Source: an optimization exercise on an open RTL-to-GDS flow (aim: small area). Production flows keep margins and buffers that such runs may drop. RTL that was checked went through simulation tests only; none was proved equivalent to the original. Power figures rest on the tool's default switching activity, not on a simulated workload.

==> run A <==
// DIGITAL_CLOCK
module DIGITAL_CLOCK(
	RESETN, CLK,
	KEY,
	LCD_RS, LCD_RW,
	LCD_DATA, PIEZO
);
export LEC_CHECK = 0
export ABC_AREA = 1
export CAP_MARGIN = 20
export CORE_MARGIN = 2
export CORE_UTILIZATION = 60
export SLEW_MARGIN = 20
create_clock -name core_clock -period 10.0 [get_ports {CLK}]
standard.sh (not shown) runs the stock make flow with config.mk's settings and CLKGATE_MAP_FILE= SYNTH_SCRIPT=/design/flow/synth_recipe.tcl, a recipe that flattens the netlist after the stock synthesis.
==> flow/flow/run.sh <==
#!/bin/bash
# Own flow: the standard synthesis, then the combinational cells re-mapped by a stronger
# ABC script (flip-flops untouched), then the standard layout of that netlist.
set -euo pipefail
W=$(pwd)
R=$W/orfs/results/${FLOW_PLATFORM}/DIGITAL_CLOCK/base
YOSYS=$FLOW_HOME/../tools/install/yosys/bin/yosys
[ -x "$YOSYS" ] || YOSYS=yosys

bash standard.sh synth > std_synth.log 2>&1
cp "$R/1_2_yosys.v" "$W/std_synth_netlist.v"

export REOPT_LIB=$FLOW_HOME/platforms/${FLOW_PLATFORM}/lib/sky130_fd_sc_hd__tt_025C_1v80.lib
export REOPT_IN=$W/std_synth_netlist.v
export REOPT_OUT=$W/reopt_netlist.v
export REOPT_ABC=$W/flow/reopt.abc
"$YOSYS" -c "$W/flow/reopt.tcl" > reopt.log 2>&1

# the flip-flops must be exactly the standard synthesis's
grep -oE '^\s*sky130_fd_sc_hd__\w*df\w*\s+\S+' "$REOPT_IN" | sort > ff_std.txt
grep -oE '^\s*sky130_fd_sc_hd__\w*df\w*\s+\S+' "$REOPT_OUT" | sort > ff_reopt.txt
cmp ff_std.txt ff_reopt.txt

cp "$REOPT_OUT" "$R/1_2_yosys.v"
touch "$R/1_2_yosys.v"

# port buffers: the smallest buffer; clock tree: small buffers, no dummy loads
export BUFFER_PORTS_ARGS="-buffer_cell sky130_fd_sc_hd__buf_1"
export CTS_ARGS="-sink_clustering_enable -repair_clock_nets -dont_use_dummy_load -buf_list {sky130_fd_sc_hd__clkbuf_2 sky130_fd_sc_hd__clkbuf_4} -sink_clustering_size 30"
bash standard.sh > std_layout.log 2>&1
Other scripts of this flow, unchanged in this note and not shown: flow/flow/reopt.abc, flow/flow/reopt.tcl
==> inputs of run Y, as changes to run A <==
--- a/flow/design.v
+++ b/flow/design.v
@@ -304,43 +304,27 @@
 always @(posedge CLK) begin
 	f_h <= (meridian && !h_blank && pm) ? d_hour - 5'd12 : hc;
 	f_m <= mc; f_s <= sc; f_y <= yc; f_mo <= moc; f_d <= dc;
 	if (meridian && !h_blank) ap <= pm;
 end
-localparam S_DELAY = 3'd0, S_FSET = 3'd1, S_EMODE = 3'd2, S_DISP = 3'd3,
-           S_LINE1 = 3'd4, S_LINE2 = 3'd5;
-reg [2:0] state;
-reg [6:0] lcnt;
+reg [7:0] lseq;
+wire lloop = lseq[7] & lseq[6];
+wire [4:0] lcnt5 = lseq[4:0];
 always @(posedge CLK) begin
-	if (rst) begin
-		state <= S_DELAY;
-		lcnt <= 7'd0;
-	end else begin
-		case (state)
-			S_DELAY: begin
-				if (lcnt == 7'd70) begin state <= S_FSET; lcnt <= 7'd0; end
-				else lcnt <= lcnt + 7'd1;
-			end
-			S_FSET, S_DISP, S_EMODE: begin
-				if (lcnt == 7'd30) begin
-					state <= (state == S_FSET) ? S_DISP : (state == S_DISP) ? S_EMODE : S_LINE1;
-					lcnt <= 7'd0;
-				end else lcnt <= lcnt + 7'd1;
-			end
-			S_LINE1, S_LINE2: begin
-				if (lcnt == 7'd17) begin state <= (state == S_LINE1) ? S_LINE2 : S_LINE1; lcnt <= 7'd0; end
-				else lcnt <= lcnt + 7'd1;
-			end
-			default: begin state <= S_DELAY; lcnt <= 7'd0; end
-		endcase
-	end
+	if (rst) lseq <= 8'd0;
+	else if (lseq == 8'd163) lseq <= 8'd192;
+	else if (lloop && lcnt5 == 5'd17) lseq <= {2'b11, !lseq[5], 5'd0};
+	else lseq <= lseq + 8'd1;
 end
+wire s_fset = !lloop && (lseq > 8'd70) && (lseq <= 8'd101);
+wire s_disp = !lloop && (lseq > 8'd101) && (lseq <= 8'd132);
+wire s_emode = !lloop && (lseq > 8'd132);
 localparam C_SP = 5'd10, C_COL = 5'd11, C_A = 5'd12, C_P = 5'd13, C_M = 5'd14, C_Y = 5'd15,
            C_D = 5'd16, C_BELL = 5'd17, C_SET = 5'd18, C_NOTE = 5'd19, C_INIT = 5'd20,
            C_FSET = 5'd21, C_DISP = 5'd22, C_EMODE = 5'd23, C_L1 = 5'd24, C_L2 = 5'd25;
-wire line2 = (state == S_LINE2);
-wire [4:0] lc = lcnt[4:0];
+wire line2 = lseq[5];
+wire [4:0] lc = lcnt5;
 reg [6:0] fv;
 reg fblank, ftens, isdig;
 reg [4:0] ch;
 always @(*) begin
 	fv = 7'd0; fblank = 1'b0; ftens = 1'b0; isdig = 1'b1; ch = C_SP;
@@ -392,21 +376,18 @@
 wire [4:0] chr = isdig ? (fblank ? C_SP : {1'b0, digit}) : ch;
 reg [4:0] lcd;
 always @(posedge CLK) begin
 	if (rst) lcd <= C_INIT;
 	else begin
-		case (state)
-			S_FSET: lcd <= C_FSET;
-			S_DISP: lcd <= C_DISP;
-			S_EMODE: lcd <= C_EMODE;
-			S_LINE1, S_LINE2: begin
-				if (lcnt == 7'd0) lcd <= line2 ? C_L2 : C_L1;
-				else if (lcnt <= 7'd16) lcd <= chr;
-				else lcd <= C_SP;
-			end
-			default: lcd <= C_INIT;
-		endcase
+		if (lloop) begin
+			if (lcnt5 == 5'd0) lcd <= line2 ? C_L2 : C_L1;
+			else if (lcnt5 <= 5'd16) lcd <= chr;
+			else lcd <= C_SP;
+		end else if (s_fset) lcd <= C_FSET;
+		else if (s_disp) lcd <= C_DISP;
+		else if (s_emode) lcd <= C_EMODE;
+		else lcd <= C_INIT;
 	end
 end
 always @(*) begin
 	LCD_RS = 1'b1;
 	LCD_RW = 1'b0;
--- a/flow/flow/run.sh
+++ b/flow/flow/run.sh
@@ -24,7 +24,7 @@
 cp "$REOPT_OUT" "$R/1_2_yosys.v"
 touch "$R/1_2_yosys.v"
 
 # port buffers: the smallest buffer; clock tree: small buffers, no dummy loads
 export BUFFER_PORTS_ARGS="-buffer_cell sky130_fd_sc_hd__buf_1"
-export CTS_ARGS="-sink_clustering_enable -repair_clock_nets -dont_use_dummy_load -buf_list {sky130_fd_sc_hd__clkbuf_2 sky130_fd_sc_hd__clkbuf_4} -sink_clustering_size 30"
+export CTS_ARGS="-sink_clustering_enable -repair_clock_nets -dont_use_dummy_load -buf_list {sky130_fd_sc_hd__clkbuf_4} -sink_clustering_size 12 -sink_clustering_max_diameter 40"
 bash standard.sh > std_layout.log 2>&1
- GPL_TIMING_DRIVEN: unset -> 0
==> notes.md <==
Between run Y and run A, the lower via count is in run Y (gap 4.7%, measured against run A). In run A the sequential cell count is higher than in run Y, by 2. Between run A and run Y, the lower critical path depth is in run Y (gap 19). Combinational power: run Y is lower than run A (58%). Clock power: run Y is lower than run A (29%). Sequential power is about the same in run Y and run A. In run Y the register-to-register slack is lower than in run A, by 0.12 ns. Of run Y and run A, run A has the higher synthesized cell count (gap 3.3%, measured against run A). In run A the fmax is higher than in run Y, by 2.0%.
==> figures <==
                                                                                   run A           run Y
Setup slack of the worst register-to-register path                               3.96 ns         3.84 ns
Die Y                                                                             146 um          144 um
Met2 Wirelength                                                                14,800 um       14,600 um
Number of cells produced by synthesis                                              1,569           1,517
Run status                                                                finished clean  finished clean
Number of violations reported at the end of detailed-routing iteration 0           1,198           1,151
Antenna violations before repair                                                       1               0
Internal power summed over all cells                                             1.35 mW         1.16 mW
Number of sequential cells in the layout                                             247             245
Core Footprint                                                                19,600 um2      19,400 um2
Met2 routing resource usage after global routing                                   48.3%           50.2%
FF+latch area                                                                   5280 um2        5240 um2
Net Sw Frac                                                                        24.2%           23.0%
Final Non-Filler Cells                                                             1,935           1,841
Worst Path Max Fanout                                                                 10              45
Die extent in x                                                                   146 um          144 um
Post-Syn Nets                                                                      1,576           1,524
Combinational power                                                              93.3 uW         39.4 uW
DP Cell Count                                                                      1,864           1,806
Power after layout                                                               1.78 mW         1.51 mW
The RTL of run A was laid out without a check of its function.

[static timing again, ports no longer ideal]
No port has a modelled driver above. Below, the same layouts with a new extraction and two added sets of constraints. Step 1: set_driving_cell puts a clkbuf_16 on CLK and a buf_2 on each other input, an assumption about the parent block. Step 2 adds t to the input delays and takes it off the output delays; t is the mean of the earliest and latest rising clock arrival at the registers after step 1. Input paths then give back, and output paths get back, about the clock's delay inside the block. Three values: no drivers, after step 1, after step 2; two values: the first two.
run	shift t [ns]	slack for setup (ns)	worst setup path after step 2
run A	0.681	3.961 / 3.961 / 3.961	register to register
run Y	0.650	3.841 / 3.841 / 3.841	register to register
After both steps setup and hold are still met in every run listed.
